This is an optimization exercise on Yosys and OpenROAD, whose aim is small area, not a production implementation. In this exercise RTL edits were held to simulation tests only and were not proved equivalent to the original. No driver is modelled on the clock port, so clocking that relies on it looks cheaper here than on a real chip. Power and IR drop assume default switching activity.

### flow/config.mk
export PLATFORM = sky130hd
export DESIGN_NAME = Top
export DESIGN_NICKNAME = Top
export VERILOG_FILES = /design/flow/design.v
export SDC_FILE = /design/flow/constraint.sdc
export NUM_CORES = 4
export LEC_CHECK = 0
export CAP_MARGIN = 20
export CORE_MARGIN = 2
export CORE_UTILIZATION = 40
export CTS_BUF_LIST = sky130_fd_sc_hd__clkbuf_8
export SLEW_MARGIN = 20
### flow/constraint.sdc
create_clock -name core_clock -period 8.0 [get_ports {CLK}]
set_input_delay 1.6000 -clock core_clock [delete_from_list [all_inputs] [get_ports {CLK}]]
set_output_delay 1.6000 -clock core_clock [all_outputs]
set_load 0.01 [all_outputs]
### flow/design.v
`timescale 1ns / 1ps
module Top(
    input CLK,RST,BTNC,BTNU,BTNL,BTNR,BTND,
    input [15:0] SW,
    output [15:0] LED,
    output [7:0] SSEG_CA,
    output [7:0] SSEG_AN
    );
    localparam [4:0] S_IDLE = 5'd0,  S_F1 = 5'd8, S_SHOW = 5'd16,
                     S_GUESS = 5'd1, S_WRONG = 5'd2, S_RIGHT = 5'd3,
                     S_SLA = 5'd4, S_SLB = 5'd5, S_NEXT = 5'd6,
                     S_WINL = 5'd17, S_WIND = 5'd18, S_LOSEL = 5'd19,
                     S_LOSED = 5'd20, S_DEAD = 5'd21;
    localparam [1:0] CL_FLASH = 2'd0, CL_GUESS = 2'd1, CL_WIN = 2'd2,
                     CL_LOSE = 2'd3;
    reg [20:0] C;
    wire [21:0] cy;
    assign cy[0] = 1'b1;
    genvar k;
    generate for (k = 0; k < 21; k = k + 1) begin : g_cy
        assign cy[k+1] = cy[k] & C[k];
    end endgenerate
    always @(posedge CLK)
        if (RST) C <= 21'd1;
        else     C <= C ^ cy[20:0];
    wire tick = cy[2];
    wire fl   = C[4];
    wire sl   = C[6];
    wire slow = C[7];
    wire [2:0] pt = C[4:2];
    reg [4:0] st;
    reg [1:0] ig, id;           
    reg [2:0] sp;               
    reg       ans, act;         
    reg [1:0] cl;               
    reg [3:0] sh;               
    reg [3:0] val;
    reg [3:0] u7, u6, u5;       
    reg [2:0] r0, r1;           
    reg [3:0] r2, r3;
    reg lo, lh, ll;             
    reg [2:0] pp;               
    reg       dir;
    wire [3:0] rd0 = {r0[2], r0[1], 1'b1, r0[0]};
    wire [3:0] rd1 = {r1, 1'b1};
    reg [3:0] nv;
    integer j;
    always @(*) begin
        nv = val;
        for (j = 0; j < 16; j = j + 1)
            if (SW[j]) nv = j[3:0];
    end
    reg [3:0] rsel;
    always @(*)
        case (id)
            2'd0: rsel = rd0;
            2'd1: rsel = rd1;
            2'd2: rsel = r2;
            default: rsel = r3;
        endcase
    wire [2:0] sp_next = sp - 3'd1;
    wire eq = (nv == rsel);
    wire gt = (nv[3] & ~rsel[3]) |
              (~(nv[3] ^ rsel[3]) & nv[2] & ~rsel[2]) |
              (~(nv[3] ^ rsel[3]) & ~(nv[2] ^ rsel[2]) & nv[1] & ~rsel[1]) |
              (~(nv[3] ^ rsel[3]) & ~(nv[2] ^ rsel[2]) & ~(nv[1] ^ rsel[1]) & nv[0] & ~rsel[0]);
    always @(posedge CLK) begin
        if (RST) begin
            st <= S_IDLE;
            cl <= CL_FLASH;
            sh[3] <= 1'b1;
            val <= 4'd0;
            {lo, lh, ll} <= 3'b000;
        end
        else if (tick) begin
            case (st)
            S_IDLE: begin
                cl <= CL_FLASH;
                sh <= 4'd8;
                ig <= 2'd0;
                id <= 2'd0;
                if (BTNC) begin
                    st <= S_F1;
                    r0 <= {C[2], C[4], C[3]};
                    r1 <= {C[6], C[7], C[19]};
                    r2 <= {C[5], C[9], C[13], C[20]};
                    r3 <= {C[8], C[11], C[16], C[12]};
                end
            end
            5'd8, 5'd9, 5'd10, 5'd11, 5'd12, 5'd13, 5'd14, 5'd15: begin
                cl <= CL_FLASH;
                sh <= {1'b0, st[2:0]};
                if (fl == st[0]) st <= st + 5'd1;
            end
            S_SHOW: begin
                if (fl) begin
                    cl <= CL_FLASH;
                    sh <= {~BTNR, BTNR, 2'b00};
                end
                else begin
                    cl <= CL_GUESS;
                    ans <= BTNR;
                    ig <= 2'd0;
                    id <= 2'd3;
                    act <= 1'b0;
                    st <= S_GUESS;
                end
            end
            S_GUESS: begin
                if (BTND && slow) begin
                    val <= nv;
                    case (ig)
                        2'd0: u7 <= nv;
                        2'd1: u6 <= nv;
                        2'd2: u5 <= nv;
                        default: ;
                    endcase
                    sp <= {1'b1, ~ig};
                    act <= 1'b1;
                    if (gt) begin
                        {lo, lh, ll} <= 3'b010;
                        st <= S_WRONG;
                    end
                    else if (!eq) begin
                        {lo, lh, ll} <= 3'b001;
                        st <= S_WRONG;
                    end
                    else begin
                        {lo, lh, ll} <= 3'b111;
                        st <= S_RIGHT;
                    end
                end
            end
            S_WRONG: begin
                if (!slow && !BTND) begin
                    if (ig == 2'd3) st <= S_LOSEL;
                    else begin
                        ig <= ig + 2'd1;
                        act <= 1'b0;
                        st <= S_GUESS;
                    end
                end
            end
            S_RIGHT: begin
                if (!sl) st <= S_SLA;
            end
            S_SLA, S_SLB: begin
                if (sl == (st == S_SLA)) begin
                    {lo, lh, ll} <= 3'b000;
                    sp <= sp_next;
                    if (sp_next == {1'b0, id}) st <= S_NEXT;
                    else st <= (st == S_SLA) ? S_SLB : S_SLA;
                end
            end
            S_NEXT: begin
                if (!sl) begin
                    act <= 1'b0;
                    ig <= 2'd0;
                    id <= id - 2'd1;
                    if (id == 2'd0) begin
                        ans <= 1'b1;
                        st <= S_WINL;
                    end
                    else st <= S_GUESS;
                end
            end
            S_WINL: begin
                if (slow) begin
                    {lo, lh, ll} <= 3'b101;
                    cl <= CL_FLASH;
                    sh <= 4'd4;
                    st <= BTNC ? S_F1 : S_WIND;
                end
                else if (BTNC) st <= S_IDLE;
            end
            S_WIND: begin
                if (!slow) begin
                    {lo, lh, ll} <= 3'b000;
                    cl <= CL_WIN;
                    st <= BTNC ? S_DEAD : S_WINL;
                end
                else if (BTNC) st <= S_IDLE;
            end
            S_LOSEL: begin
                if (slow) cl <= CL_LOSE;
                if (BTNC) st <= S_IDLE;
                else if (slow) st <= S_LOSED;
            end
            S_LOSED: begin
                if (!slow) begin
                    cl <= CL_FLASH;
                    sh <= 4'd4;
                end
                if (BTNC) st <= S_IDLE;
                else if (!slow) st <= S_LOSEL;
            end
            default: begin    
                {lo, lh, ll} <= 3'b100;
            end
            endcase
        end
    end
    always @(posedge CLK)
        if (RST) begin
            pp  <= 3'd7;
            dir <= 1'b1;
        end
        else if (C[7:0] == 8'h81 && st != S_DEAD) begin
            pp  <= dir ? pp + 3'd1 : pp - 3'd1;
            dir <= (id == 2'd0);
        end
    assign LED = {lh, {7{lo & lh}}, {4{lo, lo & ll}}} | {15'd0, ll};
    wire fcl = (cl == 2'd0), gcl = (cl == 2'd1), wcl = (cl == 2'd2), lcl = (cl == 2'd3);
    wire c0 = pt[0] & sh[0];
    wire t0 = pt[0] ^ sh[0];
    wire t1 = pt[1] ^ sh[1] ^ c0;
    wire c1 = (pt[1] & sh[1]) | (c0 & (pt[1] ^ sh[1]));
    wire fen = ~sh[3] & (pt[2] ^ sh[2] ^ c1) & ~(pt[2] & sh[2] & c1);
    wire [1:0] ri = fcl ? {t1, t0} : pt[1:0];
    reg [3:0] rv;
    always @(*)
        case (ri)
            2'd0: rv = rd0;
            2'd1: rv = rd1;
            2'd2: rv = r2;
            default: rv = r3;
        endcase
    wire mv = gcl & act & ~|(pt ^ sp);
    wire gt_id = (pt[1] & ~id[1]) | (~(pt[1] ^ id[1]) & pt[0] & ~id[0]);
    wire lt_ig = (ig[1] & pt[1]) | (~(ig[1] ^ ~pt[1]) & ig[0] & pt[0]);
    wire s_r  = (fcl & fen) | (~mv & ~pt[2] & ((gcl & (ans | gt_id)) | lcl));
    wire s_v  = mv;
    wire s_u  = ~mv & gcl & pt[2] & lt_ig;
    wire s_p  = wcl & pt[2] & pt[1] & ~pt[0];
    wire s_f  = lcl & pt[2] & pt[1] & pt[0];
    wire en = s_r | s_v | s_u | (wcl & pt[2] & ~(pt[1] & pt[0])) | (lcl);
    reg [3:0] uv;
    always @(*)
        case (pt[1:0])
            2'd3: uv = u7;
            2'd2: uv = u6;
            default: uv = u5;
        endcase
    wire [3:0] dg = ({4{s_r}} & rv) | ({4{s_v}} & val) | ({4{s_u}} & uv) | ({4{s_p}} & {1'b0, pp}) | {4{s_f}};
    reg [6:0] seg;
    always @(*)
        case (dg)
            4'h0: seg = 7'b0111111;
            4'h1: seg = 7'b0000110;
            4'h2: seg = 7'b1011011;
            4'h3: seg = 7'b1001111;
            4'h4: seg = 7'b1100110;
            4'h5: seg = 7'b1101101;
            4'h6: seg = 7'b1111101;
            4'h7: seg = 7'b0000111;
            4'h8: seg = 7'b1111111;
            4'h9: seg = 7'b1100111;
            4'hA: seg = 7'b1110111;
            4'hB: seg = 7'b1111100;
            4'hC: seg = 7'b0111001;
            4'hD: seg = 7'b1011110;
            4'hE: seg = 7'b1111001;
            default: seg = 7'b1110001;
        endcase
    assign SSEG_CA = {1'b1, ~seg};
    wire [7:0] dec = {pt == 7, pt == 6, pt == 5, pt == 4, pt == 3, pt == 2, pt == 1, pt == 0};
    assign SSEG_AN = ~({8{en}} & dec);
endmodule
### flow/run.sh
#!/bin/bash
# synth_recipe.tcl (not shown) runs the flow's synth.tcl, then flattens the netlist and writes it again
# the make line also repeats each setting of config.mk as NAME=value (left out here)
make -C /OpenROAD-flow-scripts/flow DESIGN_CONFIG=/design/flow/config.mk WORK_HOME=/design/flow/orfs CLKGATE_MAP_FILE= SYNTH_SCRIPT=/design/flow/synth_recipe.tcl finish
==> results.json, run 1 <==
{
  "multi_input_area_um2": 2944,
  "layout-drive-gt1-share_pct": 7.192,
  "clkSinkCount": 78,
  "min_path_type": "flip-flop to flip-flop",
  "grt_max_degree": 48,
  "synthArstFlopShare_pct": 0,
  "r2r_cells": 20,
  "via_per_inst": 5.433,
  "grtUsageMet2_pct": 28.59,
  "end_kind": "primary output",
  "worst-slew-pin-transition_ns": 0.8604,
  "ys.flop_type": "dfxtp_1",
  "antennaDiodeCount": 0,
  "maxCapViolations": 0,
  "fin_total_pwr_mw": 0.8378,
  "cts_setup_buffers": 0,
  "holdBufCountCts": 0,
  "crit_path_top_delay_cell": "dfxtp_1",
  "ys_types": 81,
  "worst_hold_slack_ns": 0.4265,
  "path_buf_inv": 1,
  "place.gp.congestion": 0.9128,
  "drtIter0Drc": 296,
  "grt_use_total_pct": 18.21,
  "rsz0062_at_grt": "false",
  "synth_edf_count": 38,
  "critPathTopFamily": "multiplexers",
  "regMostFlops": "C",
  "fin_worst_skew_ns": 0.01173,
  "top_regs": "C x21, st x5",
  "cpPeakStageDelay_ns": 0.84,
  "timing.slew.headroom_pct": 42.56,
  "io_pins": 55,
  "port_buffers": 51,
  "nFillCells": 1194,
  "grt_pass1_wl_mm": 20.28,
  "fin_crit_ns": 6.209,
  "utilization_pct": 46.51,
  "status": "finished clean",
  "cp.required_ns": 6.40,
  "fin_nets": 648,
  "synth_seq_cells": 78,
  "setup_viol": 0,
  "grt_pass1_vias": 3866,
  "max_freq_ghz": 0.1611,
  "p_leak_nw": 2.266,
  "ys_seq_area_share_pct": 36.80,
  "rows": 41,
  "syn_area_um2": 5276,
  "power_density_nw_per_um2": 141.0,
  "drv_slew": 0,
  "whs_path_depth": 1,
  "cts-buffers-inserted": 9,
  "met3_usage_pct": 4.550,
  "largest_reg_flops": 21,
  "post_dp_cell_area_um2": 5752,
  "cp.arrival_ns": 4.61,
  "start_kind": "flip-flop",
  "cts_tree": "done",
  "ir_drop_uv": 58.31,
  "fp.dieW_um": 118.9,
  "num_vias": 4107,
  "die_h_um": 118.9,
  "area_delta_synth_final_pct": 12.59,
  "dp.cells": 740,
  "wl_mm": 12.67,
  "path_cells": "ha_1 > fa_1 > mux2i_2 > mux4_2 > a221oi_2 > nand2b_2 > o22ai_1 > a31oi_1 > clkdlybuf4s50_1",
  "antenna_found_initial": 0,
  "dp_slack_ns": 2.192,
  "clock_latency_ns": 0.37,
  "finalSetupTns_ns": 0,
  "synth.top_cell.area_share_pct": 21.63,
  "top_usage_layer": "met2",
  "use_met1_pct": 24.77,
  "finalCritPeriodShare_pct": 77.61,
  "overflow": 0,
  "synth.area.top_cells": "edfxtp_1 (22%), dfxtp_1 (15%), ha_1 (10%)",
  "setup.worst_path.class": "flip-flop to primary output",
  "syn-num-nets": 625,
  "antenna_left": 0,
  "design_area_um2": 5941,
  "dieArea_um2": 14130,
  "hold_viol": 0,
  "seq_area_um2": 1942,
  "drc": 0,
  "fin_cells": 756,
  "crit_cells": 9,
  "start_util_pct": 41.31,
  "syn_inst": 556,
  "wl_per_cell_um": 16.75,
  "post_cts_resized": 0,
  "crit_fanout": 20,
  "layout_setup_ws_ns": 1.791,
  "cts_buffer_depth": 2,
  "syn-mean-instance-area_um2": 9.490,
  "cts.htree.levels": 3,
  "hpwl_mm": 9.577,
  "clkTransAtPathRegs_ns": 0.08,
  "cts_root_buf": "clkbuf_8",
  "synth_area_leader_cell": "edfxtp_1",
  "ys.warnings.count": 1,
  "dr.pass1.iters": 5,
  "core-area_um2": 12770
}
==> layout by cell type (no fill, tap or decap), types with 4 or more instances in the layout <==
| cell | n |
|---|---|
| nor2b_1 | 26 |
| nand2b_1 | 11 |
| or3_1 | 5 |
| o21ai_0 | 21 |
| nor3_1 | 8 |
| nand3b_1 | 6 |
| ha_1 | 44 |
| nand3_1 | 19 |
| nor2_1 | 40 |
| and3_1 | 4 |
| inv_1 | 32 |
| o21a_1 | 4 |
| clkbuf_8 | 9 |
| nor3b_1 | 6 |
| a31oi_1 | 4 |
| xor2_1 | 8 |
| xnor2_1 | 5 |
| a21oi_1 | 37 |
| clkdlybuf4s50_1 | 51 |
| dfxtp_1 | 40 |
| nand2_1 | 37 |
| o22ai_1 | 6 |
| mux2i_1 | 17 |
| nor4_1 | 8 |
| edfxtp_1 | 38 |
| a211oi_1 | 4 |
| and2_1 | 5 |
==> area by class of cell <==
| type | count | area share, % |
|---|---|---|
| multi-input cells | 404 | 49.56 |
| flip-flops and latches | 78 | 32.69 |
| repair buffers | 52 | 8.719 |
| well taps | 172 | 3.623 |
| inverters | 34 | 2.233 |
| clock buffers | 9 | 2.085 |
| clock inverters | 7 | 1.095 |
==> cells by family after synthesis <==
logic type / Yosys count / share of synthesized area [%]
other: 1 / 0.07107
buffers and inverters: 74 / 7.399
XOR/XNOR: 13 / 2.158
flip-flops: 78 / 36.80
multiplexers: 23 / 4.980
AO/OA/AOI/OAI: 124 / 16.36
AND/OR/NAND/NOR: 197 / 21.03
adder cells (fa/ha/maj): 46 / 11.19
==> cells in the mapped netlist (all sizes together) (4+ instances only) <==
library cell,n
edfxtp,38
clkbuf,13
and3,4
a31oi,4
a211oi,4
and2,5
o21a,4
nor4,9
xnor2,5
nor2b,27
nand2b,12
mux2i,18
ha,44
dfxtp,40
buf,27
nor3b,6
or3,6
o21ai,23
nand3,19
nor2,42
a221oi,4
nand3b,6
a21oi,37
inv,34
nor3,10
o22ai,7
nand2,38
xor2,8
==> report_power, final <==
part | total [mW] | internal (mW) | switching [mW] | leakage [nW]
Clock | 0.292 | 0.142 | 0.150 | 0.102
Combinational | 0.107 | 0.0483 | 0.0589 | 1.48
Sequential | 0.438 | 0.424 | 0.0146 | 0.679
==> per-layer routing <==
metal  vias to the layer above  part of all wire, %
li1                       2068                    -
met1                      1930                   46
met2                        98                   48
met3                        11                  4.8
met4                         0                  1.3
met5                         -                    0
==> path summary, 6_finish.rpt <==
check	start	to	slack, ns
max reg2reg	C[2]	C[20]	3.69
min reg2reg	C[0]	C[0]	0.43
min	C[0]	C[0]	0.43
max	C[2]	SSEG_CA[0]	1.79
==> worst reg2reg max path, cell delays in order (launching register included) <==
cell	delay, ns
dfxtp_1	0.57
ha_1	0.35
ha_1	0.19
ha_1	0.18
ha_1	0.18
ha_1	0.18
ha_1	0.18
ha_1	0.18
ha_1	0.18
ha_1	0.18
ha_1	0.18
ha_1	0.18
ha_1	0.18
ha_1	0.18
ha_1	0.18
ha_1	0.18
ha_1	0.18
ha_1	0.18
ha_1	0.18
xnor2_1	0.15
nor2_1	0.05
==> inputs of run 2 (changes only) <==
==> flow/flow/run.sh (new file) <==
#!/bin/bash
# Own layout flow: the standard ORFS layout (standard.sh) with
#  - synthesis: the standard script, but abc runs an area-oriented script
#    (flow/area.abc) and Yosys does not extract half/full adder cells;
#  - port buffers: sky130_fd_sc_hd__buf_1 on every input and output;
set -euo pipefail
HERE=$(pwd)

# synthesis script: synth_recipe.tcl with the abc command given our script
{
  head -n 1 synth_recipe.tcl
  echo "proc abc {args} {"
  echo "  set i [lsearch \$args -script]"
  echo "  set args [lreplace \$args [expr {\$i + 1}] [expr {\$i + 1}] $HERE/flow/area.abc]"
  echo "  yosys abc {*}\$args"
  echo "}"
  tail -n +2 synth_recipe.tcl
} > own_synth.tcl
sed -e "s#SYNTH_SCRIPT=[^ ]*#SYNTH_SCRIPT=$HERE/own_synth.tcl#" standard.sh > own_standard.sh

export ADDER_MAP_FILE=
export BUFFER_PORTS_ARGS="-buffer_cell sky130_fd_sc_hd__buf_1"
export CTS_ARGS="-sink_clustering_enable -repair_clock_nets -dont_use_dummy_load -buf_list sky130_fd_sc_hd__clkbuf_8"

bash own_standard.sh 2>&1 | tee flow_make.log | tail -n 40
==> flow/flow/area.abc (new file) <==
strash
&get -n
&deepsyn -T 30
&put
dch -f
amap
mfs2
strash
dch -f
amap
topo
dnsize
==> flow/standard.sh (new file) <==
#!/bin/bash
# synth_recipe.tcl (not shown) runs the flow's synth.tcl, then flattens the netlist and writes it again
# the make line also repeats each setting of config.mk as NAME=value (left out here)
make -C /OpenROAD-flow-scripts/flow DESIGN_CONFIG=/design/flow/config.mk WORK_HOME=/design/flow/orfs CLKGATE_MAP_FILE= SYNTH_SCRIPT=/design/flow/synth_recipe.tcl "${@:-finish}"
--- a/flow/config.mk
+++ b/flow/config.mk
@@ -6,4 +6,5 @@
 export NUM_CORES = 4
 export LEC_CHECK = 0
+export ABC_AREA = 1
 export CAP_MARGIN = 20
 export CORE_MARGIN = 2
removed: flow/run.sh
==> results.json, run 2 <==
{
  "status": "finished clean",
  "clkTransAtPathRegs_ns": 0.07,
  "finalCritPeriodShare_pct": 85.72,
  "antenna_left": 0,
  "synth.area.top_cells": "edfxtp_1 (27%), dfxtp_1 (19%), nor2_1 (9.2%)",
  "min_path_type": "flip-flop to flip-flop",
  "syn-num-nets": 537,
  "regMostFlops": "C",
  "drtIter0Drc": 322,
  "reg2reg_from": "C[2]",
  "die_h_um": 106.2,
  "antenna_found_initial": 0,
  "cts_root_buf": "clkbuf_8",
  "wl_met2_mm": 4.767,
  "hpwl_mm": 8.306,
  "utilization_pct": 44.74,
  "via_per_inst": 5.595,
  "io_pins": 55,
  "area_delta_synth_final_pct": 9.521,
  "grt_pass1_vias": 3525,
  "startpoint": "C[3]",
  "synth_seq_cells": 78,
  "overflow": 0,
  "synth_most_common_cell": "nor2_1",
  "syn-mean-instance-area_um2": 8.130,
  "timing.slew.headroom_pct": 33.62,
  "num_vias": 3900,
  "dr_wl_met3_um": 632,
  "setup.worst_path.class": "flip-flop to primary output",
  "holdBufCountCts": 0,
  "top_regs": "C x21, st x5",
  "regToRegSetupSlack_ns": 4.28,
  "max_freq_ghz": 0.1458,
  "finalSetupTns_ns": 0,
  "layout-drive-gt1-share_pct": 2.139,
  "switching_share_pct": 27.91,
  "antennaDiodeCount": 0,
  "ys_types": 43,
  "ir_drop_uv": 82.82,
  "rsz0062_at_grt": "false",
  "fin_cells": 697,
  "crit_fanout": 15,
  "cts_buffer_depth": 2,
  "maxCapViolations": 0,
  "grt_use_total_pct": 19.27,
  "nFillCells": 1017,
  "grt_max_degree": 31,
  "layout_setup_ws_ns": 1.142,
  "fin_worst_skew_ns": 0.02569,
  "start_kind": "flip-flop",
  "fin_nets": 586,
  "whs_endpoint": "C[0]",
  "switchingPower_mw": 0.2189,
  "ys.warnings.count": 1,
  "wl_mm": 10.67,
  "synth_edf_count": 38,
  "clock_latency_ns": 0.35,
  "port_buffers": 51,
  "fin_crit_ns": 6.858,
  "hold_viol": 0,
  "ys_seq_area_share_pct": 46.47,
  "grt_pass1_wl_mm": 17.04,
  "end_kind": "primary output",
  "cp.arrival_ns": 5.26,
  "whs_path_depth": 1,
  "post_cts_resized": 0,
  "core-area_um2": 10230,
  "final_cell_mix": "nor2_1 (102), clkinv_1 (70), buf_1 (51)",
  "p_leak_nw": 1.459,
  "yosys-top-cells-count": "nor2_1 (102), clkinv_1 (70), dfxtp_1 (40)",
  "ys.flop_type": "dfxtp_1",
  "drc": 0,
  "reg2reg_to": "C[20]",
  "cts.htree.levels": 3,
  "synth.top_cell.area_share_pct": 27.31,
  "start_util_pct": 40.85,
  "cp.required_ns": 6.40,
  "p_seq_share_pct": 56.2,
  "cts_setup_buffers": 0,
  "layout_commonest_cell": "nor2_1",
  "worst-slew-pin-transition_ns": 0.9833,
  "worst_hold_slack_ns": 0.4383,
  "dp.cells": 688,
  "clkSinkCount": 78,
  "synth_area_leader_cell": "edfxtp_1",
  "clkPwrFrac_pct": 28.4,
  "worstHoldStart": "C[0]",
  "largest_reg_flops": 21,
  "drv_slew": 0,
  "r2r_cells": 15,
  "setup_viol": 0,
  "syn_area_um2": 4179,
  "fp.dieW_um": 106.2,
  "syn_inst": 514,
  "highest_layer": "met4",
  "dr.pass1.iters": 5,
  "cts-buffers-inserted": 9,
  "cts_tree": "done",
  "wl_per_cell_um": 15.31,
  "internal_power_mw": 0.5654,
  "dp_slack_ns": 1.586,
  "power_density_nw_per_um2": 171.4,
  "rows": 37,
  "combPwrFrac_pct": 15.4,
  "synthArstFlopShare_pct": 0,
  "place.gp.congestion": 0.9729,
  "dieArea_um2": 11280,
  "met1_length_mm": 5.109
}
-- run 2: cell types whose count changed in the layout (fill, tap and decap cells not counted), sizes merged, moves of 36 or more --
cell / delta
nor2: +60
buf: +52
ha: -44
inv: -36
clkinv: +66
clkdlybuf4s50: -51
-- run 2: cell families (layout without fill, tap and decap cells) --
kind of cell           Yosys count  after routing  share of synthesized area (%)
buffers and inverters           85            132                          8.892
other                            1              1                        0.08973
DFF                             78             78                          46.47
AOI/OAI and AO/OA              136            136                          21.62
and+or+nand+nor                214            214                          22.93
-- run 2: how the worst max path moves through the flow --
stage | cells past startpoint | slack (ns) | end
global route | 20 | 0.67 | SSEG_CA[6]
CTS | 19 | 1.18 | SSEG_CA[6]
finish | 19 | 1.14 | SSEG_CA[6]
global placement | 19 | 1.75 | SSEG_CA[6]
floorplan | 18 | 2.54 | SSEG_CA[6]
detailed placement | 19 | 1.59 | SSEG_CA[6]
-- run 2: layout make-up --
| class | instances | area, µm² | share of cell area, % |
|---|---|---|---|
| Sequential cell | 78 | 1942 | 42.43 |
| Clock buffer | 9 | 123.9 | 2.706 |
| Multi-Input combinational cell | 351 | 1872 | 40.90 |
| Inverter | 70 | 262.8 | 5.741 |
| Timing Repair Buffer | 53 | 206.4 | 4.511 |
| Tap cell | 136 | 170.2 | 3.718 |
-- run 2: metal layers --
layer | global-route usage [%] | vias to the layer above
li1 | - | 1954
met1 | 26.40 | 1809
met2 | 30.04 | 122
met3 | 3.311 | 15
met4 | 8.177 | 0
met5 | 0 | -
-- run 2: power groups by stage --
stage | sequential (mW) | clock (mW) | combinational (mW)
2_1_floorplan | 0.444 | 0 | 0.0836
3_3_place_gp | 0.449 | 0 | 0.117
3_5_place_dp | 0.449 | 0 | 0.118
4_1_cts | 0.440 | 0.231 | 0.118
5_1_grt | 0.442 | 0.244 | 0.134
6_report | 0.441 | 0.223 | 0.121
-- run 2: per-stage QoR --
step / area [µm²] / power [mW]
2_1_floorplan: 4179 / 0.5276
3_3_place_gp: 4453 / 0.5655
3_5_place_dp: 4453 / 0.5665
4_1_cts: 4577 / 0.7891
5_1_grt: 4577 / 0.8198
6_report: 4577 / 0.7843
-- run 2: critical path, stage by stage (launching register included) --
cell,delay [ns]
dfxtp_1,0.65
clkinv_1,0.42
o22ai_1,0.22
a2111oi_0,0.11
nand3_1,0.25
clkinv_1,0.14
or4_1,0.47
o21ai_0,0.25
clkinv_1,0.18
o311ai_0,0.64
clkinv_1,0.23
nor2_1,0.20
o22ai_1,0.13
clkinv_1,0.12
a21oi_1,0.07
o22a_1,0.18
nor2_1,0.15
clkinv_1,0.11
a32o_1,0.27
buf_1,0.12
==> inputs of run 3 (changes only) <==
--- a/flow/flow/run.sh
+++ b/flow/flow/run.sh
@@ -4,4 +4,9 @@
 #    (flow/area.abc) and Yosys does not extract half/full adder cells;
 #  - port buffers: sky130_fd_sc_hd__buf_1 on every input and output;
+#  - CTS: clkbuf_8 buffers and no dummy loads, then each clock buffer
+#    shrunk to the smallest size that keeps the flip-flop clock-pin slew
+#    under 105 ps (flow/downsize_clk.tcl, run after CTS).
+# Every tool's output goes to the ORFS logs under orfs/logs; make's own
+# output goes to flow_make.log here.
 set -euo pipefail
 HERE=$(pwd)
@@ -21,4 +26,5 @@
 export ADDER_MAP_FILE=
 export BUFFER_PORTS_ARGS="-buffer_cell sky130_fd_sc_hd__buf_1"
+export POST_CTS_TCL=$HERE/flow/downsize_clk.tcl
 export CTS_ARGS="-sink_clustering_enable -repair_clock_nets -dont_use_dummy_load -buf_list sky130_fd_sc_hd__clkbuf_8"
 
==> flow/flow/downsize_clk.tcl (new file) <==
# POST_CTS hook: downsize each clock-tree buffer (clkbuf_8 from CTS) to the
# smallest of clkbuf_2 / clkbuf_4 that keeps every flip-flop clock pin's
# slew under the target; cells only shrink, so placement stays legal.
proc worst_clk_slew {} {
  set worst 0
  foreach pin [get_pins -hierarchical */CLK] {
    set s [get_property $pin slew_max]
    if {$s > $worst} { set worst $s }
  }
  return $worst
}
set target 0.105
estimate_parasitics -placement
puts "clock slew before downsizing: [worst_clk_slew]"
foreach inst [get_cells *] {
  if {[get_property $inst ref_name] != "sky130_fd_sc_hd__clkbuf_8"} { continue }
  foreach size {2 4} {
    replace_cell $inst sky130_fd_sc_hd__clkbuf_$size
    estimate_parasitics -placement
    if {[worst_clk_slew] <= $target} {
      puts "downsized [get_full_name $inst] to clkbuf_$size"
      break
    }
    replace_cell $inst sky130_fd_sc_hd__clkbuf_8
    estimate_parasitics -placement
  }
}
puts "clock slew after downsizing: [worst_clk_slew]"
==> results.json, run 3 <==
{
  "status": "finished clean",
  "worstHoldStart": "C[0]",
  "synth-xor-area-share_pct": 0,
  "cpPeakStageDelay_ns": 0.66,
  "fin_crit_ns": 7.037,
  "utilization_pct": 44.43,
  "dieArea_um2": 11280,
  "wl_mm": 10.71,
  "antenna_left": 0,
  "synthArstFlopShare_pct": 0,
  "fin_nets": 586,
  "fin_worst_skew_ns": 0.03025,
  "ys_seq_area_share_pct": 46.47,
  "fin_total_pwr_mw": 0.7514,
  "port_buffers": 51,
  "crit_path_top_delay_cell": "dfxtp_1",
  "end_kind": "primary output",
  "synth_edf_count": 38,
  "min_path_type": "flip-flop to flip-flop",
  "rsz0062_at_grt": "false",
  "cp.required_ns": 6.40,
  "wl_per_cell_um": 15.34,
  "layout_setup_ws_ns": 0.9627,
  "layout-drive-gt1-share_pct": 2.139,
  "die_h_um": 106.2,
  "max_freq_ghz": 0.1421,
  "cp.arrival_ns": 5.44,
  "hold_viol": 0,
  "syn-mean-instance-area_um2": 8.130,
  "p_leak_nw": 1.445,
  "crit_path_frequent_cell": "clkinv_1",
  "final_cell_mix": "nor2_1 (102), clkinv_1 (70), buf_1 (51)",
  "ys.warnings.count": 1,
  "start_kind": "flip-flop",
  "syn_area_um2": 4179,
  "start_util_pct": 40.85,
  "hpwl_mm": 8.306,
  "crit_fanout": 15,
  "ys_types": 43,
  "finalCritPeriodShare_pct": 87.97,
  "setup.worst_path.class": "flip-flop to primary output",
  "fp.dieW_um": 106.2,
  "cts_tree": "done",
  "synth.top_cell.area_share_pct": 27.31,
  "via_per_inst": 5.573,
  "synth_top_family_by_area": "simple AND/OR/NAND/NOR gates",
  "core-area_um2": 10230,
  "setup_viol": 0,
  "synthAdderAreaFrac_pct": 0,
  "num_vias": 3890,
  "critPathTopFamily": "compound AO/OA/AOI/OAI gates",
  "clkSinkCount": 78,
  "grt_max_degree": 31,
  "overflow": 0,
  "synth_seq_cells": 78,
  "dp_slack_ns": 1.586,
  "grt_pass1_wl_mm": 17.05,
  "syn-num-nets": 537,
  "dp.cells": 688,
  "power_density_nw_per_um2": 165.3,
  "grt_pass1_vias": 3525,
  "drc": 0,
  "maxCapViolations": 0,
  "clock_latency_ns": 0.50,
  "area_delta_synth_final_pct": 8.772,
  "startpoint": "C[3]",
  "largest_reg_flops": 21,
  "rows": 37,
  "synth_most_common_cell": "nor2_1",
  "ir_drop_uv": 74.21,
  "syn_inst": 514,
  "antenna_found_initial": 1,
  "dr.pass1.iters": 7,
  "drtIter0Drc": 330,
  "reg2reg_from": "C[2]",
  "ys.flop_type": "dfxtp_1",
  "io_pins": 55,
  "synthMuxAreaShare_pct": 0,
  "place.gp.congestion": 0.9729,
  "path_buf_inv": 7,
  "layout_commonest_cell": "nor2_1",
  "fin_cells": 698,
  "finalSetupTns_ns": 0,
  "synth_area_leader_cell": "edfxtp_1",
  "path_cells": "clkinv_1 > o22ai_1 > a2111oi_0 > nand3_1 > clkinv_1 > or4_1 > o21ai_0 > clkinv_1 > o311ai_0 > clkinv_1 > nor2_1 > o22ai_1 > clkinv_1 > a21oi_1 > o22a_1 > nor2_1 > clkinv_1 > a32o_1 > buf_1",
  "yosys-top-cells-count": "nor2_1 (102), clkinv_1 (70), dfxtp_1 (40)",
  "regMostFlops": "C",
  "top_regs": "C x21, st x5",
  "synth_compound_area_share_pct": 21.62,
  "worst-slew-pin-transition_ns": 0.9898,
  "drv_slew": 0,
  "synth.area.top_cells": "edfxtp_1 (27%), dfxtp_1 (19%), nor2_1 (9.2%)",
  "yosys.area_share.simple_pct": 22.93,
  "clkTransAtPathRegs_ns": 0.10,
  "grt_use_total_pct": 19.28,
  "timing.slew.headroom_pct": 33.18
}
[run 3: worst reg2reg max path, stage by stage, from the launching register on]
cell and delay (ns):
dfxtp_1 0.60, clkinv_1 0.38, nor2_1 0.29, nand2_1 0.10, nor2_1 0.23, nand2_1 0.11, nor2_1 0.19, and2_0 0.22
and3_1 0.22, and3_1 0.21, and3_1 0.20, and3_1 0.20, and3_1 0.22, and3_1 0.22, nor2_1 0.05, a211oi_1 0.22
[run 3: layout make-up]
cell class	instances	area, µm²
fillers	1025	5685
flip-flops and latches	78	1942
multi-input cells	351	1872
clock buffers	9	90.09
well taps	136	170.2
diodes	1	2.502
inverters	70	262.8
repair buffers	53	206.4
[run 3: worst paths after layout]
path | end | slack [ns] | cells past startpoint
min | C[0] | 0.44 | 1
max reg2reg | C[20] | 4.23 | 15
max | SSEG_CA[6] | 0.96 | 19
min reg2reg | C[0] | 0.44 | 1
[run 3: report_power, final]
part | internal [mW] | leakage, nW | switching [mW]
clock network | 0.0699 | 0.0513 | 0.120
registers | 0.426 | 0.673 | 0.0143
logic | 0.0386 | 0.721 | 0.0822
total | 0.534 | 1.45 | 0.217
[run 3: metal layers]
layer	track usage (%)	up-vias	wire, µm
met3	3.311	16	620
met1	26.48	1785	5131
met2	29.99	133	4777
met4	8.177	0	178
li1	-	1956	-
met5	0	-	0
[run 3: through the flow]
step / hold WS [ns] / cell area [µm²]
2_1_floorplan: 0.3849 / 4179
3_3_place_gp: 0.3956 / 4453
3_5_place_dp: 0.4237 / 4453
5_1_grt: 0.4581 / 4546
6_report: 0.4375 / 4546
[run 3: cell families (layout without fill, tap and decap cells)]
kind of cell / count (synthesis) / count (layout)
and+or+nand+nor: 214 / 214
AOI/OAI and AO/OA: 136 / 136
buffers and inverters: 85 / 132
DFF: 78 / 78
other: 1 / 2
==> inputs of run 4 (changes only) <==
--- a/flow/design.v
+++ b/flow/design.v
@@ -34,5 +34,5 @@
     reg       ans, act;         
     reg [1:0] cl;               
-    reg [3:0] sh;               
+    reg [1:0] fm;               
     reg [3:0] val;
     reg [3:0] u7, u6, u5;       
@@ -69,5 +69,5 @@
             st <= S_IDLE;
             cl <= CL_FLASH;
-            sh[3] <= 1'b1;
+            fm <= 2'b10;
             val <= 4'd0;
             {lo, lh, ll} <= 3'b000;
@@ -77,5 +77,5 @@
             S_IDLE: begin
                 cl <= CL_FLASH;
-                sh <= 4'd8;
+                fm <= 2'b10;
                 ig <= 2'd0;
                 id <= 2'd0;
@@ -90,5 +90,5 @@
             5'd8, 5'd9, 5'd10, 5'd11, 5'd12, 5'd13, 5'd14, 5'd15: begin
                 cl <= CL_FLASH;
-                sh <= {1'b0, st[2:0]};
+                fm <= {1'b0, fl == st[0]};
                 if (fl == st[0]) st <= st + 5'd1;
             end
@@ -96,5 +96,5 @@
                 if (fl) begin
                     cl <= CL_FLASH;
-                    sh <= {~BTNR, BTNR, 2'b00};
+                    fm <= {1'b1, BTNR};
                 end
                 else begin
@@ -169,5 +169,5 @@
                     {lo, lh, ll} <= 3'b101;
                     cl <= CL_FLASH;
-                    sh <= 4'd4;
+                    fm <= 2'b11;
                     st <= BTNC ? S_F1 : S_WIND;
                 end
@@ -190,5 +190,5 @@
                 if (!slow) begin
                     cl <= CL_FLASH;
-                    sh <= 4'd4;
+                    fm <= 2'b11;
                 end
                 if (BTNC) st <= S_IDLE;
@@ -212,9 +212,10 @@
     assign LED = {lh, {7{lo & lh}}, {4{lo, lo & ll}}} | {15'd0, ll};
     wire fcl = (cl == 2'd0), gcl = (cl == 2'd1), wcl = (cl == 2'd2), lcl = (cl == 2'd3);
+    wire [2:0] sh = fm[1] ? 3'd4 : st[2:0] - {2'b00, fm[0]};
     wire c0 = pt[0] & sh[0];
     wire t0 = pt[0] ^ sh[0];
     wire t1 = pt[1] ^ sh[1] ^ c0;
     wire c1 = (pt[1] & sh[1]) | (c0 & (pt[1] ^ sh[1]));
-    wire fen = ~sh[3] & (pt[2] ^ sh[2] ^ c1) & ~(pt[2] & sh[2] & c1);
+    wire fen = ~(fm[1] & ~fm[0]) & (pt[2] ^ sh[2] ^ c1) & ~(pt[2] & sh[2] & c1);
     wire [1:0] ri = fcl ? {t1, t0} : pt[1:0];
     reg [3:0] rv;
==> results.json, run 4 <==
{
  "area_delta_synth_final_pct": 9.157,
  "clkTransAtPathRegs_ns": 0.09,
  "start_util_pct": 40.65,
  "cp.arrival_ns": 5.68,
  "synthArstFlopShare_pct": 0,
  "critPathTopFamily": "compound AO/OA/AOI/OAI gates",
  "worst_hold_slack_ns": 0.4226,
  "fin_crit_ns": 7.284,
  "drtIter0Drc": 278,
  "fin_worst_skew_ns": 0.02749,
  "ys.flop_type": "dfxtp_1",
  "layout_commonest_cell": "nor2_1",
  "path_buf_inv": 6,
  "ys_types": 43,
  "dieArea_um2": 11180,
  "grt_pass1_vias": 3699,
  "via_per_inst": 5.662,
  "nFillCells": 1072,
  "synth.top_cell.area_share_pct": 25.39,
  "multi_input_area_um2": 1933,
  "seq_area_um2": 1872,
  "min_path_type": "flip-flop to flip-flop",
  "syn_inst": 521,
  "crit_cells": 24,
  "antennaDiodeCount": 0,
  "ys_seq_area_share_pct": 45.21,
  "yosys-top-cells-count": "nor2_1 (117), clkinv_1 (64), dfxtp_1 (41)",
  "drv_slew": 0,
  "worst-slew-pin-transition_ns": 0.8602,
  "clock_latency_ns": 0.51,
  "path_cells": "clkinv_1 > nand2_1 > clkinv_1 > nor2_1 > nor2_1 > and2_0 > o22ai_1 > clkinv_1 > a221oi_1 > a21oi_1 > or2_0 > a31oi_2 > a31oi_1 > a21o_1 > a2111oi_1 > clkinv_1 > nor2_1 > nor2_1 > nor2_1 > xor2_1 > clkinv_1 > a21oi_1 > a21oi_1 > buf_1",
  "hpwl_mm": 8.885,
  "post_dp_cell_area_um2": 4422,
  "cts_tree": "done",
  "synth_area_leader_cell": "edfxtp_1",
  "cp.required_ns": 6.40,
  "setup.worst_path.class": "flip-flop to primary output",
  "place.gp.congestion": 0.9044,
  "port_buffers": 51,
  "rows": 37,
  "dr.pass1.iters": 5,
  "syn_area_um2": 4140,
  "die_h_um": 105.7,
  "layout-drive-gt1-share_pct": 2.460,
  "final_cell_mix": "nor2_1 (117), clkinv_1 (64), buf_1 (51)",
  "fin_cells": 705,
  "timing.slew.headroom_pct": 42.05,
  "cpPeakStageDelay_ns": 0.54,
  "crit_fanout": 11,
  "finalSetupTns_ns": 0,
  "grt_use_total_pct": 21.03,
  "design_area_um2": 4519,
  "r2r_cells": 16,
  "syn-mean-instance-area_um2": 7.947,
  "finalCritPeriodShare_pct": 91.05,
  "power_density_nw_per_um2": 168.0,
  "rsz0062_at_grt": "false",
  "crit_path_top_delay_cell": "a2111oi_1",
  "top_regs": "C x21, st x5",
  "regMostFlops": "C",
  "maxCapViolations": 0,
  "whs_path_depth": 1,
  "start_kind": "flip-flop",
  "antenna_left": 0,
  "io_pins": 55,
  "setup_viol": 0,
  "synth_edf_count": 35,
  "ys.warnings.count": 1,
  "syn-num-nets": 544,
  "num_vias": 3992,
  "synth_most_common_cell": "nor2_1",
  "hold_viol": 0,
  "drc": 0,
  "synth_seq_cells": 76,
  "ir_drop_uv": 68.86,
  "p_leak_nw": 1.450,
  "wl_per_cell_um": 16.29,
  "max_freq_ghz": 0.1373,
  "end_kind": "primary output",
  "grt_max_degree": 32,
  "clkSinkCount": 76,
  "overflow": 0,
  "fp.dieW_um": 105.7,
  "largest_reg_flops": 21,
  "fin_nets": 594,
  "core-area_um2": 10180,
  "grt_pass1_wl_mm": 18.48,
  "synth.area.top_cells": "edfxtp_1 (25%), dfxtp_1 (20%), nor2_1 (11%)",
  "dp.cells": 696,
  "status": "finished clean",
  "wl_mm": 11.49,
  "antenna_found_initial": 0,
  "fin_total_pwr_mw": 0.7594
}
run 4: cell count changes after synthesis, moves of 3 or more:
cell      change
nor2_1       +15
clkinv_1      -6
a21oi_1       +4
nor3_1        -4
o221ai_1      +4
edfxtp_1      -3
o311ai_0      -3
o31ai_1       +3
o32ai_1       -3
run 4: report_power, final:
group / total, mW / leakage (nW) / switching [mW] / internal, mW
clock network: 0.188 / 0.0513 / 0.118 / 0.0698
registers: 0.427 / 0.655 / 0.0127 / 0.414
logic: 0.145 / 0.744 / 0.0985 / 0.0466
run 4: final cells by class:
cell class | instances | area share, %
well taps | 136 | 3.765
multi-input cells | 366 | 42.77
repair buffers | 54 | 4.734
inverters | 64 | 5.316
clock buffers | 9 | 1.993
flip-flops and latches | 76 | 41.42
run 4: stage by stage:
stage	setup slack [ns]	utilization [%]
after detailed placement	1.205	43.42
after global routing	0.1110	44.37
after global placement	1.408	43.42
final	0.7163	44.37
after floorplan	2.224	-
run 4: metal layers:
metal	global-route usage (%)	routed length [µm]
met1	28.27	5230
met2	34.19	5249
met3	3.525	780
met4	7.519	225
met5	0	0
run 4: path summary, 6_finish.rpt:
path | start | to | slack [ns]
worst min-delay path | C[0] | C[0] | 0.42
worst min register to register | C[0] | C[0] | 0.42
worst max register to register | st[0] | st[2] | 4.23
worst max-delay path | st[0] | SSEG_CA[0] | 0.72
run 4: kinds of logic (layout without fill, tap and decap cells):
family,after synthesis,after routing,synth area share [%]
XOR/XNOR,1,1,0.2116
other,1,1,0.09057
flip-flops,76,76,45.21
AO/OA/AOI/OAI,138,138,21.70
AND/OR/NAND/NOR,226,226,24.36
buffers and inverters,79,127,8.431
==> inputs of run 5 (changes only) <==
--- a/flow/flow/run.sh
+++ b/flow/flow/run.sh
@@ -1,6 +1,8 @@
 #!/bin/bash
 # Own layout flow: the standard ORFS layout (standard.sh) with
-#  - synthesis: the standard script, but abc runs an area-oriented script
-#    (flow/area.abc) and Yosys does not extract half/full adder cells;
+#  - synthesis: the standard script, but Yosys does not extract half/full
+#    adder cells, and abc runs each area-oriented script flow/area*.abc
+#    (the same script with different &deepsyn seeds) and keeps the mapping
+#    with the smallest cell area;
 #  - port buffers: sky130_fd_sc_hd__buf_1 on every input and output;
 #  - CTS: clkbuf_8 buffers and no dummy loads, then each clock buffer
@@ -12,12 +14,9 @@
 HERE=$(pwd)
 
-# synthesis script: synth_recipe.tcl with the abc command given our script
+# synthesis script: synth_recipe.tcl with abc replaced by the multi-script try
 {
   head -n 1 synth_recipe.tcl
-  echo "proc abc {args} {"
-  echo "  set i [lsearch \$args -script]"
-  echo "  set args [lreplace \$args [expr {\$i + 1}] [expr {\$i + 1}] $HERE/flow/area.abc]"
-  echo "  yosys abc {*}\$args"
-  echo "}"
+  echo "set ::own_abc_scripts [list $(ls $HERE/flow/area*.abc | tr '\n' ' ')]"
+  cat flow/multi_abc.tcl
   tail -n +2 synth_recipe.tcl
 } > own_synth.tcl
==> flow/flow/area0.abc (new file) <==
strash
&get -n
&deepsyn -T 30
&put
dch -f
amap
mfs2
strash
dch -f
amap
topo
dnsize
==> flow/flow/area11.abc (new file) <==
strash
&get -n
&deepsyn -T 30 -S 11
&put
dch -f
amap
mfs2
strash
dch -f
amap
topo
dnsize
==> flow/flow/area2.abc (new file) <==
strash
&get -n
&deepsyn -T 30 -S 2
&put
dch -f
amap
mfs2
strash
dch -f
amap
topo
dnsize
==> flow/flow/area5.abc (new file) <==
strash
&get -n
&deepsyn -T 30 -S 5
&put
dch -f
amap
mfs2
strash
dch -f
amap
topo
dnsize
==> flow/flow/area7.abc (new file) <==
strash
&get -n
&deepsyn -T 30 -S 7
&put
dch -f
amap
mfs2
strash
dch -f
amap
topo
dnsize
==> flow/flow/multi_abc.tcl (new file) <==
# abc replacement: map with each of ::own_abc_scripts, keep the smallest result
proc abc {args} {
  set i [lsearch $args -script]
  set li [lsearch $args -liberty]
  set lib [lindex $args [expr {$li + 1}]]
  yosys design -save own_pre_abc
  set best 1e30
  foreach s $::own_abc_scripts {
    yosys design -load own_pre_abc
    yosys abc {*}[lreplace $args [expr {$i + 1}] [expr {$i + 1}] $s]
    set st [tee -q -s result.string stat -liberty $lib]
    regexp {Chip area for module [^:]*: *([0-9.]+)} $st -> area
    puts "OWN_ABC $s area $area"
    if {$area < $best} { set best $area; yosys design -save own_best_abc }
  }
  yosys design -load own_best_abc
}
removed: flow/flow/area.abc
==> results.json, run 5 <==
{
  "largest_reg_flops": 21,
  "yosys-top-cells-count": "nor2_1 (108), clkinv_1 (57), dfxtp_1 (41)",
  "wl_met2_mm": 5.197,
  "crit_cells": 18,
  "highest_layer": "met4",
  "end_kind": "primary output",
  "synthMuxAreaShare_pct": 0,
  "dp.cells": 687,
  "synth_top_family_by_area": "simple AND/OR/NAND/NOR gates",
  "dieArea_um2": 11120,
  "fin_worst_skew_ns": 0.02341,
  "status": "finished clean",
  "met1_length_mm": 5.164,
  "clock_latency_ns": 0.51,
  "grt_use_total_pct": 20.62,
  "worst-slew-pin-transition_ns": 0.8906,
  "synth_seq_cells": 76,
  "synth.area.top_cells": "edfxtp_1 (26%), dfxtp_1 (20%), nor2_1 (9.9%)",
  "ys.flop_type": "dfxtp_1",
  "layout_commonest_cell": "nor2_1",
  "rows": 37,
  "cts_tree": "done",
  "rsz0062_at_grt": "false",
  "via_per_inst": 5.792,
  "max_freq_ghz": 0.1473,
  "ys.warnings.count": 1,
  "ys_types": 42,
  "p_leak_nw": 1.439,
  "clkSinkCount": 76,
  "place.gp.congestion": 0.9044,
  "min_path_type": "flip-flop to flip-flop",
  "critPathTopFamily": "compound AO/OA/AOI/OAI gates",
  "ys_seq_area_share_pct": 45.48,
  "synth_edf_count": 35,
  "synth.top_cell.area_share_pct": 25.54,
  "regMostFlops": "C",
  "start_util_pct": 40.59,
  "nFillCells": 1006,
  "cpPeakStageDelay_ns": 0.61,
  "layout-drive-gt1-share_pct": 2.143,
  "crit_path_top_delay_cell": "dfxtp_1",
  "design_area_um2": 4497,
  "port_buffers": 51,
  "drc": 0,
  "power_density_nw_per_um2": 170.6,
  "setup.worst_path.class": "flip-flop to primary output",
  "clkTransAtPathRegs_ns": 0.08,
  "synth_compound_area_share_pct": 20.89,
  "timing.slew.headroom_pct": 39.09,
  "fin_total_pwr_mw": 0.7674,
  "wl_mm": 11.28,
  "yosys.area_share.simple_pct": 25.69,
  "syn-num-nets": 536,
  "syn_inst": 513,
  "drtIter0Drc": 382,
  "grt_pass1_wl_mm": 18.17,
  "drv_slew": 0,
  "dr.pass1.iters": 5,
  "setup_viol": 0,
  "synth_most_common_cell": "nor2_1",
  "synth_area_leader_cell": "edfxtp_1",
  "synthAdderAreaFrac_pct": 0,
  "final_cell_mix": "nor2_1 (108), clkinv_1 (57), buf_1 (51)",
  "hpwl_mm": 8.593,
  "path_buf_inv": 2,
  "post_dp_cell_area_um2": 4388,
  "area_delta_synth_final_pct": 9.273,
  "wl_per_cell_um": 16.20,
  "seq_area_um2": 1872,
  "io_pins": 55,
  "multi_input_area_um2": 1932,
  "whs_path_depth": 1,
  "fin_nets": 585,
  "fin_crit_ns": 6.789,
  "die_h_um": 105.4,
  "syn_area_um2": 4115,
  "dr_wl_met3_um": 715,
  "fp.dieW_um": 105.4,
  "crit_fanout": 14,
  "synth-xor-area-share_pct": 0,
  "grt_max_degree": 30,
  "finalSetupTns_ns": 0,
  "synthArstFlopShare_pct": 0,
  "cp.required_ns": 6.40,
  "antennaDiodeCount": 0,
  "antenna_left": 0,
  "syn-mean-instance-area_um2": 8.022,
  "cp.arrival_ns": 5.19,
  "top_regs": "C x21, st x5",
  "num_vias": 4031,
  "overflow": 0,
  "r2r_cells": 16,
  "maxCapViolations": 0,
  "antenna_found_initial": 0,
  "path_cells": "clkinv_1 > a222oi_1 > o2111ai_1 > or2_0 > a31oi_1 > nor3_1 > a21oi_1 > o2111ai_1 > a21oi_1 > nor2_1 > o31ai_1 > nor2_1 > nor3_1 > a21oi_1 > nor2_1 > nor2_1 > a21oi_1 > buf_1",
  "finalCritPeriodShare_pct": 84.86,
  "core-area_um2": 10140,
  "fin_cells": 696,
  "hold_viol": 0,
  "ir_drop_uv": 86.62,
  "start_kind": "flip-flop",
  "grt_pass1_vias": 3774
}
-- run 5: power by group --
part           switching, mW  internal, mW
clock network          0.125        0.0803
logic                 0.0941        0.0425
registers             0.0122         0.413
-- run 5: cells by family (layout without fill, tap and decap cells) --
kind of cell | after synthesis | after routing
compound gates | 130 | 130
buf+inv | 72 | 119
flops | 76 | 76
other cells | 1 | 1
simple gates | 234 | 234
-- run 5: cell type report --
type / count / share of cell area, %
Multi-Input combinational cell: 365 / 42.96
Timing Repair Buffer: 53 / 4.591
Tap cell: 136 / 3.784
Sequential cell: 76 / 41.63
Inverter: 57 / 4.758
Clock buffer: 9 / 2.282
-- run 5: through the flow --
step / hold WS, ns / utilization, % / worst slack, ns
after floorplan: 0.3849 / - / 2.398
after global placement: 0.3965 / 43.28 / 1.936
after detailed placement: 0.4055 / 43.28 / 1.780
after global routing: 0.4526 / 44.35 / 0.6414
final: 0.4210 / 44.35 / 1.211
-- run 5: final timing paths --
kind / from / endpoint / slack [ns]
max: C[3] / SSEG_CA[0] / 1.21
min: C[0] / C[0] / 0.42
min reg2reg: C[0] / C[0] / 0.42
max reg2reg: st[0] / st[4] / 4.07
-- run 5: layer usage --
| layer | track usage [%] | up-vias |
|---|---|---|
| met5 | 0 | - |
| met4 | 6.571 | 0 |
| met3 | 3.711 | 17 |
| met2 | 33.18 | 160 |
| met1 | 28.14 | 1915 |
| li1 | - | 1939 |
==> inputs of run 6 (changes only) <==
--- a/flow/config.mk
+++ b/flow/config.mk
@@ -7,7 +7,7 @@
 export LEC_CHECK = 0
 export ABC_AREA = 1
-export CAP_MARGIN = 20
+export CAP_MARGIN = 0
 export CORE_MARGIN = 2
 export CORE_UTILIZATION = 40
 export CTS_BUF_LIST = sky130_fd_sc_hd__clkbuf_8
-export SLEW_MARGIN = 20
+export SLEW_MARGIN = 0
==> results.json, run 6 <==
{
  "start_util_pct": 40.59,
  "synthArstFlopShare_pct": 0,
  "wl_per_cell_um": 16.04,
  "ir_drop_uv": 86.08,
  "dr.pass1.iters": 5,
  "utilization_pct": 44.29,
  "final_cell_mix": "nor2_1 (108), clkinv_1 (57), buf_1 (51)",
  "clock_latency_ns": 0.50,
  "cts_tree": "done",
  "fp.dieW_um": 105.4,
  "layout-drive-gt1-share_pct": 2.143,
  "core-area_um2": 10140,
  "place.gp.congestion": 0.9044,
  "timing.slew.headroom_pct": 25.78,
  "rows": 37,
  "grt_max_degree": 30,
  "finalSetupTns_ns": 0,
  "drc": 0,
  "layout_commonest_cell": "nor2_1",
  "die_h_um": 105.4,
  "synth-xor-area-share_pct": 0,
  "fin_crit_ns": 6.789,
  "synth.top_cell.area_share_pct": 25.54,
  "nFillCells": 1005,
  "rsz0062_at_grt": "false",
  "crit_fanout": 14,
  "port_buffers": 51,
  "num_vias": 3953,
  "fin_worst_skew_ns": 0.02166,
  "dieArea_um2": 11120,
  "synth_area_leader_cell": "edfxtp_1",
  "cp.required_ns": 6.40,
  "synthAdderAreaFrac_pct": 0,
  "start_kind": "flip-flop",
  "wl_mm": 11.17,
  "antennaDiodeCount": 0,
  "largest_reg_flops": 21,
  "antenna_left": 0,
  "power_density_nw_per_um2": 170.6,
  "overflow": 0,
  "dp.cells": 687,
  "drv_slew": 0,
  "grt_use_total_pct": 20.62,
  "synth_top_family_by_area": "simple AND/OR/NAND/NOR gates",
  "top_regs": "C x21, st x5",
  "synth_compound_area_share_pct": 20.89,
  "setup.worst_path.class": "flip-flop to primary output",
  "syn_area_um2": 4115,
  "cp.arrival_ns": 5.19,
  "p_leak_nw": 1.436,
  "maxCapViolations": 0,
  "drtIter0Drc": 418,
  "antenna_found_initial": 0,
  "hold_viol": 0,
  "ys_seq_area_share_pct": 45.48,
  "clkSinkCount": 76,
  "max_freq_ghz": 0.1473,
  "setup_viol": 0,
  "grt_pass1_wl_mm": 18.17,
  "synthMuxAreaShare_pct": 0,
  "ys.flop_type": "dfxtp_1",
  "synth_most_common_cell": "nor2_1",
  "ys_types": 42,
  "grt_pass1_vias": 3774,
  "fin_nets": 585,
  "finalCritPeriodShare_pct": 84.86,
  "hpwl_mm": 8.593,
  "ys.warnings.count": 1,
  "end_kind": "primary output",
  "min_path_type": "flip-flop to flip-flop",
  "regMostFlops": "C",
  "yosys-top-cells-count": "nor2_1 (108), clkinv_1 (57), dfxtp_1 (41)",
  "yosys.area_share.simple_pct": 25.69,
  "dp_slack_ns": 1.780,
  "synth_edf_count": 35,
  "worst-slew-pin-transition_ns": 1.107,
  "synth.area.top_cells": "edfxtp_1 (26%), dfxtp_1 (20%), nor2_1 (9.9%)",
  "via_per_inst": 5.680,
  "syn_inst": 513,
  "area_delta_synth_final_pct": 9.121,
  "syn-num-nets": 536,
  "fin_cells": 696,
  "syn-mean-instance-area_um2": 8.022,
  "layout_setup_ws_ns": 1.211,
  "clkTransAtPathRegs_ns": 0.08,
  "status": "finished clean",
  "synth_seq_cells": 76,
  "io_pins": 55
}
run 6: cell counts after synthesis:
Identical to the previous run, type by type.
run 6: layout make-up:
type                            count  area [µm²]  share of cell area [%]
Multi-Input combinational cell    365        1926                   42.88
Timing Repair Buffer               53       206.4                   4.597
Inverter                           57       214.0                   4.765
Sequential cell                    76        1872                   41.68
Tap cell                          136       170.2                   3.789
Clock buffer                        9       102.6                   2.285
run 6: power by group:
| group | switching (mW) | internal, mW |
|---|---|---|
| sequential | 0.0123 | 0.413 |
| clock | 0.124 | 0.0803 |
| combinational | 0.0933 | 0.0424 |
| total | 0.230 | 0.536 |
run 6: per-stage QoR:
stage,hold WS (ns),total power [mW],area [µm²]
floorplan,0.3849,0.5212,4115
global placement,0.3965,0.5664,4388
detailed placement,0.4055,0.5671,4388
global route,0.4526,0.8047,4491
finish,0.4202,0.7660,4491
run 6: worst max-delay path, cell delays in order (launching register included):
cell       delay (ns)
dfxtp_1          0.62
clkinv_1         0.44
a222oi_1         0.44
o2111ai_1        0.20
or2_0            0.35
a31oi_1          0.49
nor3_1           0.16
a21oi_1          0.16
o2111ai_1        0.12
a21oi_1          0.31
nor2_1           0.15
o31ai_1          0.25
nor2_1           0.10
nor3_1           0.25
a21oi_1          0.10
nor2_1           0.19
nor2_1           0.06
a21oi_1          0.13
buf_1            0.17
run 6: cell families (layout without fill, tap and decap cells):
logic type / Yosys count / in the layout
buf+inv: 72 / 119
compound gates: 130 / 130
other cells: 1 / 1
simple gates: 234 / 234
flops: 76 / 76
run 6: metal layers:
layer	GRT usage (%)	vias to the layer above	routed length, µm
met5	0	-	0
met4	6.571	0	160
met3	3.711	15	672
met2	33.18	137	5133
met1	28.14	1863	5200
li1	-	1938	-
run 6: path summary, 6_finish.rpt:
check        start    endpoint  slack (ns)  depth (start not counted)
max           C[3]  SSEG_CA[0]        1.21                         18
min           C[0]        C[0]        0.42                          1
max reg2reg  st[0]       st[4]        4.08                         16
min reg2reg   C[0]        C[0]        0.42                          1
==> inputs of run 7 (changes only) <==
--- a/flow/flow/run.sh
+++ b/flow/flow/run.sh
@@ -8,5 +8,5 @@
 #  - CTS: clkbuf_8 buffers and no dummy loads, then each clock buffer
 #    shrunk to the smallest size that keeps the flip-flop clock-pin slew
-#    under 105 ps (flow/downsize_clk.tcl, run after CTS).
+#    under 115 ps (flow/downsize_clk.tcl, run after CTS).
 # Every tool's output goes to the ORFS logs under orfs/logs; make's own
 # output goes to flow_make.log here.
--- a/flow/flow/downsize_clk.tcl
+++ b/flow/flow/downsize_clk.tcl
@@ -10,5 +10,5 @@
   return $worst
 }
-set target 0.105
+set target 0.115
 estimate_parasitics -placement
 puts "clock slew before downsizing: [worst_clk_slew]"
--- a/flow/config.mk
+++ b/flow/config.mk
@@ -7,7 +7,7 @@
 export LEC_CHECK = 0
 export ABC_AREA = 1
-export CAP_MARGIN = 0
+export CAP_MARGIN = 20
 export CORE_MARGIN = 2
 export CORE_UTILIZATION = 40
 export CTS_BUF_LIST = sky130_fd_sc_hd__clkbuf_8
-export SLEW_MARGIN = 0
+export SLEW_MARGIN = 20
==> results.json, run 7 <==
{
  "status": "finished clean",
  "largest_reg_flops": 21,
  "ys_types": 42,
  "path_cells": "clkinv_1 > a222oi_1 > o2111ai_1 > or2_0 > a31oi_1 > nor3_1 > a21oi_1 > o2111ai_1 > a21oi_1 > nor2_1 > o31ai_1 > nor2_1 > nor3_1 > a21oi_1 > nor2_1 > nor2_1 > a21oi_1 > buf_1",
  "clock_latency_ns": 0.51,
  "antenna_left": 0,
  "dr.pass1.iters": 5,
  "yosys-top-cells-count": "nor2_1 (108), clkinv_1 (57), dfxtp_1 (41)",
  "place.gp.congestion": 0.9044,
  "port_buffers": 51,
  "setup_viol": 0,
  "grt_pass1_vias": 3774,
  "yosys.area_share.simple_pct": 25.69,
  "synth-xor-area-share_pct": 0,
  "antenna_found_initial": 0,
  "grt_pass1_wl_mm": 18.17,
  "io_pins": 55,
  "rsz0062_at_grt": "false",
  "fin_worst_skew_ns": 0.03217,
  "setup.worst_path.class": "flip-flop to primary output",
  "power_density_nw_per_um2": 169.5,
  "start_util_pct": 40.59,
  "drv_slew": 0,
  "finalCritPeriodShare_pct": 84.70,
  "fin_crit_ns": 6.776,
  "fp.dieW_um": 105.4,
  "synth_most_common_cell": "nor2_1",
  "synth_edf_count": 35,
  "layout-drive-gt1-share_pct": 2.143,
  "clkSinkCount": 76,
  "post_dp_cell_area_um2": 4388,
  "drc": 0,
  "grt_use_total_pct": 20.62,
  "cp.arrival_ns": 5.18,
  "dp_slack_ns": 1.780,
  "core-area_um2": 10140,
  "nFillCells": 1005,
  "crit_fanout": 14,
  "min_path_type": "flip-flop to flip-flop",
  "ys_seq_area_share_pct": 45.48,
  "overflow": 0,
  "synth_area_leader_cell": "edfxtp_1",
  "synth_top_family_by_area": "simple AND/OR/NAND/NOR gates",
  "max_freq_ghz": 0.1476,
  "drtIter0Drc": 385,
  "rows": 37,
  "top_regs": "C x21, st x5",
  "worst-slew-pin-transition_ns": 0.9003,
  "grt_max_degree": 30,
  "syn-mean-instance-area_um2": 8.022,
  "finalSetupTns_ns": 0,
  "syn-num-nets": 536,
  "hpwl_mm": 8.593,
  "start_kind": "flip-flop",
  "end_kind": "primary output",
  "layout_setup_ws_ns": 1.224,
  "ys.flop_type": "dfxtp_1",
  "final_cell_mix": "nor2_1 (108), clkinv_1 (57), buf_1 (51)",
  "synth.area.top_cells": "edfxtp_1 (26%), dfxtp_1 (20%), nor2_1 (9.9%)",
  "hold_viol": 0,
  "synth_seq_cells": 76,
  "syn_area_um2": 4115,
  "cpPeakStageDelay_ns": 0.62,
  "design_area_um2": 4491,
  "syn_inst": 513,
  "synthAdderAreaFrac_pct": 0,
  "clkTransAtPathRegs_ns": 0.07,
  "fin_total_pwr_mw": 0.7610,
  "maxCapViolations": 0,
  "wl_mm": 11.26,
  "path_buf_inv": 2,
  "ys.warnings.count": 1,
  "die_h_um": 105.4,
  "p_leak_nw": 1.437,
  "synth.top_cell.area_share_pct": 25.54,
  "wl_per_cell_um": 16.18,
  "crit_path_top_delay_cell": "dfxtp_1",
  "layout_commonest_cell": "nor2_1",
  "synthArstFlopShare_pct": 0,
  "antennaDiodeCount": 0,
  "ir_drop_uv": 86.66,
  "timing.slew.headroom_pct": 38.43,
  "critPathTopFamily": "compound AO/OA/AOI/OAI gates",
  "num_vias": 4042,
  "worst_hold_slack_ns": 0.4200,
  "area_delta_synth_final_pct": 9.121,
  "dieArea_um2": 11120,
  "regMostFlops": "C",
  "via_per_inst": 5.807,
  "synthMuxAreaShare_pct": 0,
  "cp.required_ns": 6.40,
  "fin_nets": 585,
  "synth_compound_area_share_pct": 20.89,
  "cts_tree": "done"
}
==> run 7: cell counts after synthesis <==
No cell type changed its count.
==> run 7: cell type report <==
cell class | count | area (µm²) | share of cell area (%)
Multi-Input combinational cell | 365 | 1932 | 43.02
Sequential cell | 76 | 1872 | 41.68
Inverter | 57 | 214.0 | 4.765
Timing Repair Buffer | 53 | 206.4 | 4.597
Tap cell | 136 | 170.2 | 3.789
Clock buffer | 9 | 96.34 | 2.145
==> run 7: kinds of logic (layout without fill, tap and decap cells) <==
group | after synthesis | after routing
AND/OR/NAND/NOR | 234 | 234
buffers and inverters | 72 | 119
other | 1 | 1
AO/OA/AOI/OAI | 130 | 130
flip-flops | 76 | 76
==> run 7: worst paths after layout <==
kind | from | end | slack [ns] | cells after the start
max | C[3] | SSEG_CA[0] | 1.22 | 18
min | C[0] | C[0] | 0.42 | 1
max reg2reg | C[2] | C[20] | 4.09 | 14
min reg2reg | C[0] | C[0] | 0.42 | 1
==> run 7: per-layer routing <==
metal | up-vias | track usage [%] | routed length (µm)
met2 | 165 | 33.18 | 5151
met5 | - | 0 | 0
met1 | 1919 | 28.14 | 5252
li1 | 1939 | - | -
met3 | 19 | 3.711 | 656
met4 | 0 | 6.571 | 204
==> run 7: worst reg2reg max path: cells and delay by family, from the launching register on <==
kind	cells	cell delay [ns]
compound gates	1	0.19
buf+inv	1	0.43
flops	1	0.56
simple gates	12	2.65
==> run 7: power by group <==
group | switching [mW] | leakage (nW) | internal, mW
combinational | 0.0940 | 0.730 | 0.0425
sequential | 0.0122 | 0.653 | 0.413
clock | 0.124 | 0.0539 | 0.0751
==> run 7: per-stage QoR <==
step | util, % | std cells
global route | 44.29 | 696
floorplan | - | 513
finish | 44.29 | 696
global placement | 43.28 | 687
detailed placement | 43.28 | 687

==> port drivers added, routing unchanged <==
In the flow no input, the clock included, has a driving cell. The finished layouts below were timed again as built, in two steps. Step 1 assumes that a clkbuf_16 drives the clock port and a buf_2 every other input. Step 2 moves the port delays by t, midway between the first and last clock arrival at a register: inputs arrive t later, outputs are due t later. That takes back most of the time a late clock gives input paths. a / b / c = ideal ports / drivers / drivers and shift; a / b = the first two.
| run | t, ns | slack for setup (ns) | latest minus earliest clock arrival (ns) | cell pins on the clock port's net |
|---|---|---|---|---|
| run 1 | 0.401 | 1.791 / 1.758 / 2.159 | 0.012 / 0.013 | 1 |
| run 2 | 0.368 | 1.142 / 1.110 / 1.478 | 0.033 / 0.033 | 1 |
| run 3 | 0.522 | 0.963 / 0.930 / 1.452 | 0.031 / 0.030 | 1 |
| run 4 | 0.529 | 0.716 / 0.685 / 1.214 | 0.027 / 0.028 | 1 |
| run 5 | 0.530 | 1.211 / 1.180 / 1.710 | 0.024 / 0.024 | 1 |
| run 6 | 0.520 | 1.211 / 1.180 / 1.699 | 0.022 / 0.021 | 1 |
| run 7 | 0.524 | 1.224 / 1.194 / 1.719 | 0.032 / 0.033 | 1 |
After both steps setup and hold are still met in every run listed.
